Background: an optimization exercise with open tools, aiming at small area. Do not read the settings as production practice. In this exercise RTL edits were held to simulation tests only and were not proved equivalent to the original. The flow treats the clock pin as an ideal source, which a real chip does not have. No activity file was given, so power comes from the tool's default toggle rates.

## top
module top(	input [1:0]op,
		input [1:0]register,
		input [7:0]data,
		input clk,
		input go,
		input prog,
		input load,
		output reg [7:0]q);
	reg [7:0] R [0:3];
	wire      pend;
	wire [1:0] rs;
	wire [2:0] k;
	wire       ldpulse;
	wire       ex;
	wire       rd;
	wire [1:0] r;
	GoButton myButton (.b(go), .clk(clk), .rd(rd), .r(r), .pr(pend), .rs(rs), .ex(ex));
	Debounce loader (.b(load), .clk(clk), .d(ldpulse), .ex());
	progmem myProgram (.clk(clk), .go(ldpulse), .rst(prog), .idx(k));
	wire k0 = (k == 3'd0);
	wire k1 = (k == 3'd1);
	wire k5 = (k == 3'd5);
	wire kar = (k[2:1] == 2'b10);
	wire [1:0] m = data[5:4];
	wire nar = (op == 2'b11);
	assign rd = prog ? k[1] : (op == 2'b01);
	assign r = prog ? {1'b0, k[0] & (k[1] | k[2])} : register;
	wire [1:0] s = prog ? {1'b0, k1 | (k == 3'd4)} : data[7:6];
	wire imm_n = ~prog & (op == 2'b00);
	wire imm_p = prog & k0;
	wire useA = prog ? kar : (nar & ~m[1]);
	wire andm = ~prog & nar & (m == 2'b10);
	wire sub  = prog ? k5 : (nar & (m == 2'b01));
	wire inv  = prog ? k5 : (nar & m[0]);
  ...
==> flow/config.mk <==
export PLATFORM = sky130hd
export DESIGN_NAME = top
export DESIGN_NICKNAME = top
export VERILOG_FILES = /design/flow/design.v
export SDC_FILE = /design/flow/constraint.sdc
export NUM_CORES = 4
export LEC_CHECK = 0
export CAP_MARGIN = 0
export CORE_MARGIN = 2
export CORE_UTILIZATION = 40
export GPL_TIMING_DRIVEN = 0
export SLEW_MARGIN = 0
==> flow/constraint.sdc <==
create_clock -name core_clock -period 5.0 [get_ports {clk}]
set_input_delay 1.0000 -clock core_clock [delete_from_list [all_inputs] [get_ports {clk}]]
set_output_delay 1.0000 -clock core_clock [all_outputs]
set_load 0.01 [all_outputs]
standard.sh (not shown) runs the stock make flow with config.mk's settings and CLKGATE_MAP_FILE= SYNTH_SCRIPT=/design/flow/synth_recipe.tcl, a recipe that flattens the netlist after the stock synthesis.
==> flow/flow/run.sh <==
#!/bin/bash
# Standard synthesis and layout (standard.sh), with these layout choices changed:
#  - synthesis buffers are removed before global placement (pre_gpl.tcl);
#  - port buffers are buf_1 cells (the resizer may still upsize them);
#  - clock tree synthesis uses clkbuf_8 cells and inserts no dummy loads
#    (post_cts.tcl then swaps some for clkbuf_4 where the clock slew allows);
#  - no timing repair right after clock tree synthesis (it runs after global
#    routing, with better parasitics);
#  - after clock tree synthesis, cells are sized down where slack allows
#    (post_cts.tcl), and again after global routing (post_grt.tcl).
set -euo pipefail
F="$(pwd)/flow"
bash standard.sh synth > synth.log 2>&1
bash standard.sh finish \
  "PRE_GLOBAL_PLACE_TCL=$F/pre_gpl.tcl" \
  "POST_CTS_TCL=$F/post_cts.tcl" \
  "SKIP_CTS_REPAIR_TIMING=1" \
  "POST_GLOBAL_ROUTE_TCL=$F/post_grt.tcl" \
  "BUFFER_PORTS_ARGS=-buffer_cell sky130_fd_sc_hd__buf_1" \
  "CTS_ARGS=-sink_clustering_enable -repair_clock_nets -dont_use_dummy_load -buf_list sky130_fd_sc_hd__clkbuf_8" \
  > layout.log 2>&1
==> flow/flow/area_recover.tcl <==
# Greedy area recovery: swap each combinational cell for a smaller drive
# strength of the same cell (same function, same pins) while the setup slack
# stays at least the margin (ns) and slews and loads stay 20% below their
# limits.
proc area_recover { margin {mode -placement} } {
  set block [ord::get_db_block]
  set db [ord::get_db]
  set dont_use {*lpflow* *probe* *clkbuf* *clkinv* *clkdly* *dlygate* *df* *dl* *sdf* *edf* *tap* *fill* *decap* *conb*}
  # masters by base name (the name without its drive strength suffix)
  foreach lib [$db getLibs] {
    foreach m [$lib getMasters] {
      set n [$m getName]
      if { ![regexp {^(.*)_([0-9]+)$} $n -> base drive] } { continue }
      set skip 0
      foreach p $dont_use { if { [string match $p $n] } { set skip 1 } }
      if { $skip } { continue }
      lappend group($base) $m
    }
  }
  # a swap may not bring the worst setup slack below the margin, or below
  # what it already is when it is lower
  estimate_parasitics $mode
  set limit [expr min($margin * 1e-9, [sta::worst_slack_cmd max])]
  # and slews and loads keep 20% below their limits (or what they had)
  set slew_min [expr min(0.2, [sta::max_slew_check_slack_limit])]
  set cap_min [expr min(0.2, [sta::max_capacitance_check_slack_limit])]
  set saved 0.0
  set changed 1
  while { $changed } {
    set changed 0
    foreach inst [$block getInsts] {
      set m [$inst getMaster]
      set n [$m getName]
      if { ![regexp {^(.*)_([0-9]+)$} $n -> base drive] } { continue }
      if { ![info exists group($base)] } { continue }
      if { [lsearch -exact $group($base) $m] < 0 } { continue }
      set a0 [expr [$m getWidth] * [$m getHeight]]
      set cands {}
      foreach em $group($base) {
        set a [expr [$em getWidth] * [$em getHeight]]
        if { $a < $a0 } { lappend cands [list $a [$em getName]] }
      }
      set iname [$inst getName]
      foreach c [lsort -real -index 0 $cands] {
        replace_cell [get_cells $iname] [get_lib_cells */[lindex $c 1]]
        estimate_parasitics $mode
        if { [sta::worst_slack_cmd max] >= $limit
             && [sta::max_slew_check_slack_limit] >= $slew_min
             && [sta::max_capacitance_check_slack_limit] >= $cap_min } {
          set saved [expr $saved + $a0 - [lindex $c 0]]
          set changed 1
          break
        }
        replace_cell [get_cells $iname] [get_lib_cells */$n]
      }
    }
  }
  estimate_parasitics $mode
  puts "area_recover: [expr $saved / 1e6] um2 less"
}

# Clock tree buffers: swap each for clkbuf_4 while every flip-flop clock pin
# keeps a slew of at most max_slew (ns) and the setup slack stays as above.
proc clock_recover { max_slew margin {mode -placement} } {
  set_propagated_clock [all_clocks]
  estimate_parasitics $mode
  set limit [expr min($margin * 1e-9, [sta::worst_slack_cmd max])]
  set saved 0
  foreach inst [get_cells clkbuf_*] {
    set cell [get_property $inst ref_name]
    if { $cell != "sky130_fd_sc_hd__clkbuf_8" } { continue }
    replace_cell $inst [get_lib_cells */sky130_fd_sc_hd__clkbuf_4]
    estimate_parasitics $mode
    set worst 0
    foreach pin [get_pins -hierarchical */CLK] {
      set s [get_property $pin slew_max]
      if { $s > $worst } { set worst $s }
    }
    if { $worst <= $max_slew && [sta::worst_slack_cmd max] >= $limit } {
      incr saved
    } else {
      replace_cell $inst [get_lib_cells */$cell]
    }
  }
  estimate_parasitics $mode
  puts "clock_recover: $saved clock buffers now clkbuf_4"
}
==> flow/flow/post_cts.tcl <==
# After clock tree synthesis and its timing repair: size cells down where the
# setup slack allows, keeping 50 ps of margin; swap clock tree buffers for
# clkbuf_4 where every flip-flop clock pin keeps a slew of at most 115 ps;
# then legalize again.
source [file join [file dirname [info script]] area_recover.tcl]
repair_timing -recover_power 100 -setup_margin 0.05 -verbose
clock_recover 0.115 0.05
detailed_placement
check_placement -verbose
Other scripts of this flow, unchanged in this note and not shown: flow/flow/post_grt.tcl, flow/flow/pre_gpl.tcl
The starting point finished clean.
Change:
--- a/flow/flow/run.sh
+++ b/flow/flow/run.sh
@@ -6,4 +6,2 @@
 #    (post_cts.tcl then swaps some for clkbuf_4 where the clock slew allows);
-#  - no timing repair right after clock tree synthesis (it runs after global
-#    routing, with better parasitics);
 #  - after clock tree synthesis, cells are sized down where slack allows
@@ -16,3 +14,2 @@
   "POST_CTS_TCL=$F/post_cts.tcl" \
-  "SKIP_CTS_REPAIR_TIMING=1" \
   "POST_GLOBAL_ROUTE_TCL=$F/post_grt.tcl" \
Die area does not change.
Via count rises by 0.83%.
Utilization hardly moves.
Synthesized cell count stays the same.
Power stays flat.
Clock-buffer cell count stays the same.
Final area stays flat.
Sequential share of layout area hardly moves.
Setup slack degrades by 0.014 ns.
Critical path depth does not change.
Wire length decreases by 0.78%.
Change:
--- a/flow/flow/run.sh
+++ b/flow/flow/run.sh
@@ -4,4 +4,3 @@
 #  - port buffers are buf_1 cells (the resizer may still upsize them);
-#  - clock tree synthesis uses clkbuf_8 cells and inserts no dummy loads
-#    (post_cts.tcl then swaps some for clkbuf_4 where the clock slew allows);
+#  - clock tree synthesis uses clkbuf_8 cells and inserts no dummy loads;
 #  - after clock tree synthesis, cells are sized down where slack allows
==> flow/flow/area_recover.tcl (replaced) <==
# Greedy area recovery: swap each combinational cell for a smaller drive
# strength of the same cell (same function, same pins) while the setup slack
# stays at least the margin (ns) and no slew or capacitance limit is broken.
proc area_recover { margin {mode -placement} } {
  set block [ord::get_db_block]
  set db [ord::get_db]
  set dont_use {*lpflow* *probe* *clkbuf* *clkinv* *clkdly* *dlygate* *df* *dl* *sdf* *edf* *tap* *fill* *decap* *conb*}
  # masters by base name (the name without its drive strength suffix)
  foreach lib [$db getLibs] {
    foreach m [$lib getMasters] {
      set n [$m getName]
      if { ![regexp {^(.*)_([0-9]+)$} $n -> base drive] } { continue }
      set skip 0
      foreach p $dont_use { if { [string match $p $n] } { set skip 1 } }
      if { $skip } { continue }
      lappend group($base) $m
    }
  }
  set limit [expr $margin * 1e-9]
  set saved 0.0
  set changed 1
  while { $changed } {
    set changed 0
    foreach inst [$block getInsts] {
      set m [$inst getMaster]
      set n [$m getName]
      if { ![regexp {^(.*)_([0-9]+)$} $n -> base drive] } { continue }
      if { ![info exists group($base)] } { continue }
      if { [lsearch -exact $group($base) $m] < 0 } { continue }
      set a0 [expr [$m getWidth] * [$m getHeight]]
      set cands {}
      foreach em $group($base) {
        set a [expr [$em getWidth] * [$em getHeight]]
        if { $a < $a0 } { lappend cands [list $a [$em getName]] }
      }
      set iname [$inst getName]
      foreach c [lsort -real -index 0 $cands] {
        replace_cell [get_cells $iname] [get_lib_cells */[lindex $c 1]]
        estimate_parasitics $mode
        if { [sta::worst_slack_cmd max] >= $limit
             && [sta::max_slew_violation_count] == 0
             && [sta::max_capacitance_violation_count] == 0 } {
          set saved [expr $saved + $a0 - [lindex $c 0]]
          set changed 1
          break
        }
        replace_cell [get_cells $iname] [get_lib_cells */$n]
      }
    }
  }
  estimate_parasitics $mode
  puts "area_recover: [expr $saved / 1e6] um2 less"
}
==> flow/flow/post_cts.tcl (replaced) <==
# After clock tree synthesis and its timing repair: size cells down where the
# setup slack allows, keeping 50 ps of margin, then legalize again.
repair_timing -recover_power 100 -setup_margin 0.05 -verbose
detailed_placement
check_placement -verbose
Result: The new run produced a clean layout. Count of clock-buffer cells in the layout stays the same. Total power came out higher by 2.9%. Via count barely changes. Setup slack is better by 0.017 ns. Non-clock buffer count rises by 2. Combinational power is about the same. First-iteration DRC count went down by 4.8%.
Change:
--- a/flow/flow/run.sh
+++ b/flow/flow/run.sh
@@ -4,3 +4,4 @@
 #  - port buffers are buf_1 cells (the resizer may still upsize them);
-#  - clock tree synthesis uses clkbuf_8 cells and inserts no dummy loads;
+#  - clock tree synthesis uses clkbuf_8 cells and inserts no dummy loads
+#    (post_cts.tcl then swaps some for clkbuf_4 where the clock slew allows);
 #  - after clock tree synthesis, cells are sized down where slack allows
--- a/flow/flow/area_recover.tcl
+++ b/flow/flow/area_recover.tcl
@@ -18,3 +18,6 @@
   }
-  set limit [expr $margin * 1e-9]
+  # a swap may not bring the worst setup slack below the margin, or below
+  # what it already is when it is lower
+  estimate_parasitics $mode
+  set limit [expr min($margin * 1e-9, [sta::worst_slack_cmd max])]
   set saved 0.0
@@ -53 +56,28 @@
 }
+
+# Clock tree buffers: swap each for clkbuf_4 while every flip-flop clock pin
+# keeps a slew of at most max_slew (ns) and the setup slack stays as above.
+proc clock_recover { max_slew margin {mode -placement} } {
+  set_propagated_clock [all_clocks]
+  estimate_parasitics $mode
+  set limit [expr min($margin * 1e-9, [sta::worst_slack_cmd max])]
+  set saved 0
+  foreach inst [get_cells clkbuf_*] {
+    set cell [get_property $inst ref_name]
+    if { $cell != "sky130_fd_sc_hd__clkbuf_8" } { continue }
+    replace_cell $inst [get_lib_cells */sky130_fd_sc_hd__clkbuf_4]
+    estimate_parasitics $mode
+    set worst 0
+    foreach pin [get_pins -hierarchical */CLK] {
+      set s [get_property $pin slew_max]
+      if { $s > $worst } { set worst $s }
+    }
+    if { $worst <= $max_slew && [sta::worst_slack_cmd max] >= $limit } {
+      incr saved
+    } else {
+      replace_cell $inst [get_lib_cells */$cell]
+    }
+  }
+  estimate_parasitics $mode
+  puts "clock_recover: $saved clock buffers now clkbuf_4"
+}
==> flow/flow/post_cts.tcl (replaced) <==
# After clock tree synthesis and its timing repair: size cells down where the
# setup slack allows, keeping 50 ps of margin; swap clock tree buffers for
# clkbuf_4 where every flip-flop clock pin keeps a slew of at most 115 ps;
# then legalize again.
source [file join [file dirname [info script]] area_recover.tcl]
repair_timing -recover_power 100 -setup_margin 0.05 -verbose
clock_recover 0.115 0.05
detailed_placement
check_placement -verbose
Outcome: Non-clock buffer count went down by 2; flip-flop and latch count stays the same; first-iteration DRC count went up by about 5%; wire length went down by about 2%; final area went down by about 2.6%; die area stays the same; count of clock-buffer cells in the layout does not change; clock skew went up by 0.0065 ns.
Change:
--- a/flow/flow/run.sh
+++ b/flow/flow/run.sh
@@ -4,4 +4,3 @@
 #  - port buffers are buf_1 cells (the resizer may still upsize them);
-#  - clock tree synthesis uses clkbuf_8 cells and inserts no dummy loads
-#    (post_cts.tcl then swaps some for clkbuf_4 where the clock slew allows);
+#  - clock tree synthesis uses clkbuf_8 cells and inserts no dummy loads;
 #  - after clock tree synthesis, cells are sized down where slack allows
--- a/flow/flow/area_recover.tcl
+++ b/flow/flow/area_recover.tcl
@@ -56,28 +56 @@
 }
-
-# Clock tree buffers: swap each for clkbuf_4 while every flip-flop clock pin
-# keeps a slew of at most max_slew (ns) and the setup slack stays as above.
-proc clock_recover { max_slew margin {mode -placement} } {
-  set_propagated_clock [all_clocks]
-  estimate_parasitics $mode
-  set limit [expr min($margin * 1e-9, [sta::worst_slack_cmd max])]
-  set saved 0
-  foreach inst [get_cells clkbuf_*] {
-    set cell [get_property $inst ref_name]
-    if { $cell != "sky130_fd_sc_hd__clkbuf_8" } { continue }
-    replace_cell $inst [get_lib_cells */sky130_fd_sc_hd__clkbuf_4]
-    estimate_parasitics $mode
-    set worst 0
-    foreach pin [get_pins -hierarchical */CLK] {
-      set s [get_property $pin slew_max]
-      if { $s > $worst } { set worst $s }
-    }
-    if { $worst <= $max_slew && [sta::worst_slack_cmd max] >= $limit } {
-      incr saved
-    } else {
-      replace_cell $inst [get_lib_cells */$cell]
-    }
-  }
-  estimate_parasitics $mode
-  puts "clock_recover: $saved clock buffers now clkbuf_4"
-}
==> flow/flow/post_cts.tcl (replaced) <==
# After clock tree synthesis and its timing repair: size cells down where the
# setup slack allows, keeping 50 ps of margin, then legalize again.
repair_timing -recover_power 100 -setup_margin 0.05 -verbose
detailed_placement
check_placement -verbose
--- a/flow/config.mk
+++ b/flow/config.mk
@@ -9,3 +9,3 @@
 export CORE_MARGIN = 2
-export CORE_UTILIZATION = 40
+export CORE_UTILIZATION = 55
 export GPL_TIMING_DRIVEN = 0
The changed run completed with no timing, DRC or antenna violations.
Clock skew fell by 0.014 ns.
Core utilization rose by 17 points.
Count of clock-buffer cells in the layout stays the same.
Hold slack gets better by 0.022 ns.
Die area fell by 26%.
Sequential power hardly moves.
Non-clock buffer count does not change.
Total power rose by 1.7%.
Wire length rose by 4.9%.
Fmax fell by 1.0%.
Change:
--- a/flow/flow/run.sh
+++ b/flow/flow/run.sh
@@ -4,3 +4,4 @@
 #  - port buffers are buf_1 cells (the resizer may still upsize them);
-#  - clock tree synthesis uses clkbuf_8 cells and inserts no dummy loads;
+#  - clock tree synthesis uses clkbuf_8 cells and inserts no dummy loads
+#    (post_cts.tcl then swaps some for clkbuf_4 where the clock slew allows);
 #  - after clock tree synthesis, cells are sized down where slack allows
--- a/flow/flow/area_recover.tcl
+++ b/flow/flow/area_recover.tcl
@@ -2,3 +2,4 @@
 # strength of the same cell (same function, same pins) while the setup slack
-# stays at least the margin (ns) and no slew or capacitance limit is broken.
+# stays at least the margin (ns) and slews and loads stay 20% below their
+# limits.
 proc area_recover { margin {mode -placement} } {
@@ -22,2 +23,5 @@
   set limit [expr min($margin * 1e-9, [sta::worst_slack_cmd max])]
+  # and slews and loads keep 20% below their limits (or what they had)
+  set slew_min [expr min(0.2, [sta::max_slew_check_slack_limit])]
+  set cap_min [expr min(0.2, [sta::max_capacitance_check_slack_limit])]
   set saved 0.0
@@ -43,4 +47,4 @@
         if { [sta::worst_slack_cmd max] >= $limit
-             && [sta::max_slew_violation_count] == 0
-             && [sta::max_capacitance_violation_count] == 0 } {
+             && [sta::max_slew_check_slack_limit] >= $slew_min
+             && [sta::max_capacitance_check_slack_limit] >= $cap_min } {
           set saved [expr $saved + $a0 - [lindex $c 0]]
@@ -56 +60,28 @@
 }
+
+# Clock tree buffers: swap each for clkbuf_4 while every flip-flop clock pin
+# keeps a slew of at most max_slew (ns) and the setup slack stays as above.
+proc clock_recover { max_slew margin {mode -placement} } {
+  set_propagated_clock [all_clocks]
+  estimate_parasitics $mode
+  set limit [expr min($margin * 1e-9, [sta::worst_slack_cmd max])]
+  set saved 0
+  foreach inst [get_cells clkbuf_*] {
+    set cell [get_property $inst ref_name]
+    if { $cell != "sky130_fd_sc_hd__clkbuf_8" } { continue }
+    replace_cell $inst [get_lib_cells */sky130_fd_sc_hd__clkbuf_4]
+    estimate_parasitics $mode
+    set worst 0
+    foreach pin [get_pins -hierarchical */CLK] {
+      set s [get_property $pin slew_max]
+      if { $s > $worst } { set worst $s }
+    }
+    if { $worst <= $max_slew && [sta::worst_slack_cmd max] >= $limit } {
+      incr saved
+    } else {
+      replace_cell $inst [get_lib_cells */$cell]
+    }
+  }
+  estimate_parasitics $mode
+  puts "clock_recover: $saved clock buffers now clkbuf_4"
+}
==> flow/flow/post_cts.tcl (replaced) <==
# After clock tree synthesis and its timing repair: size cells down where the
# setup slack allows, keeping 50 ps of margin; swap clock tree buffers for
# clkbuf_4 where every flip-flop clock pin keeps a slew of at most 115 ps;
# then legalize again.
source [file join [file dirname [info script]] area_recover.tcl]
repair_timing -recover_power 100 -setup_margin 0.05 -verbose
clock_recover 0.115 0.05
detailed_placement
check_placement -verbose
--- a/flow/config.mk
+++ b/flow/config.mk
@@ -9,3 +9,3 @@
 export CORE_MARGIN = 2
-export CORE_UTILIZATION = 55
+export CORE_UTILIZATION = 35
 export GPL_TIMING_DRIVEN = 0
=> Sequential power barely changes. Via count went down by 1.7%. Synthesized area stays the same.

-- afterwards: timing with drivers on the ports --
No port has a modelled driver above. Below, the same layouts with a new extraction and two added sets of constraints.
Step 1 (the two cells are an assumption about what drives the block):
set clk [get_ports {clk}]
set_driving_cell -lib_cell sky130_fd_sc_hd__clkbuf_16 $clk
set_driving_cell -lib_cell sky130_fd_sc_hd__buf_2 [delete_from_list [all_inputs] $clk]
Step 2 times the ports against the registers' clock, not the clock port: input delays grow and output delays shrink by t, the midpoint of the rising clock arrivals with the driver on.
Slacks: no drivers / after step 1 / after step 2; pairs: no drivers / after step 1.
| run | t, ns | setup slack, ns | latest minus earliest clock arrival (ns) |
|---|---|---|---|
| the first run | 0.376 | 0.221 / 0.218 / -0.158 | 0.026 / 0.026 |
| the second run | 0.374 | 0.207 / 0.202 / -0.172 | 0.026 / 0.026 |
| the third run | 0.327 | 0.225 / 0.222 / -0.105 | 0.020 / 0.020 |
| the fourth run | 0.374 | 0.207 / 0.202 / -0.172 | 0.026 / 0.026 |
| the fifth run | 0.314 | 0.158 / 0.153 / -0.160 | 0.012 / 0.013 |
| the sixth run | 0.373 | 0.160 / 0.164 / -0.209 | 0.016 / 0.016 |
With both steps, setup timing fails in every run listed, where it was met with ideal ports.
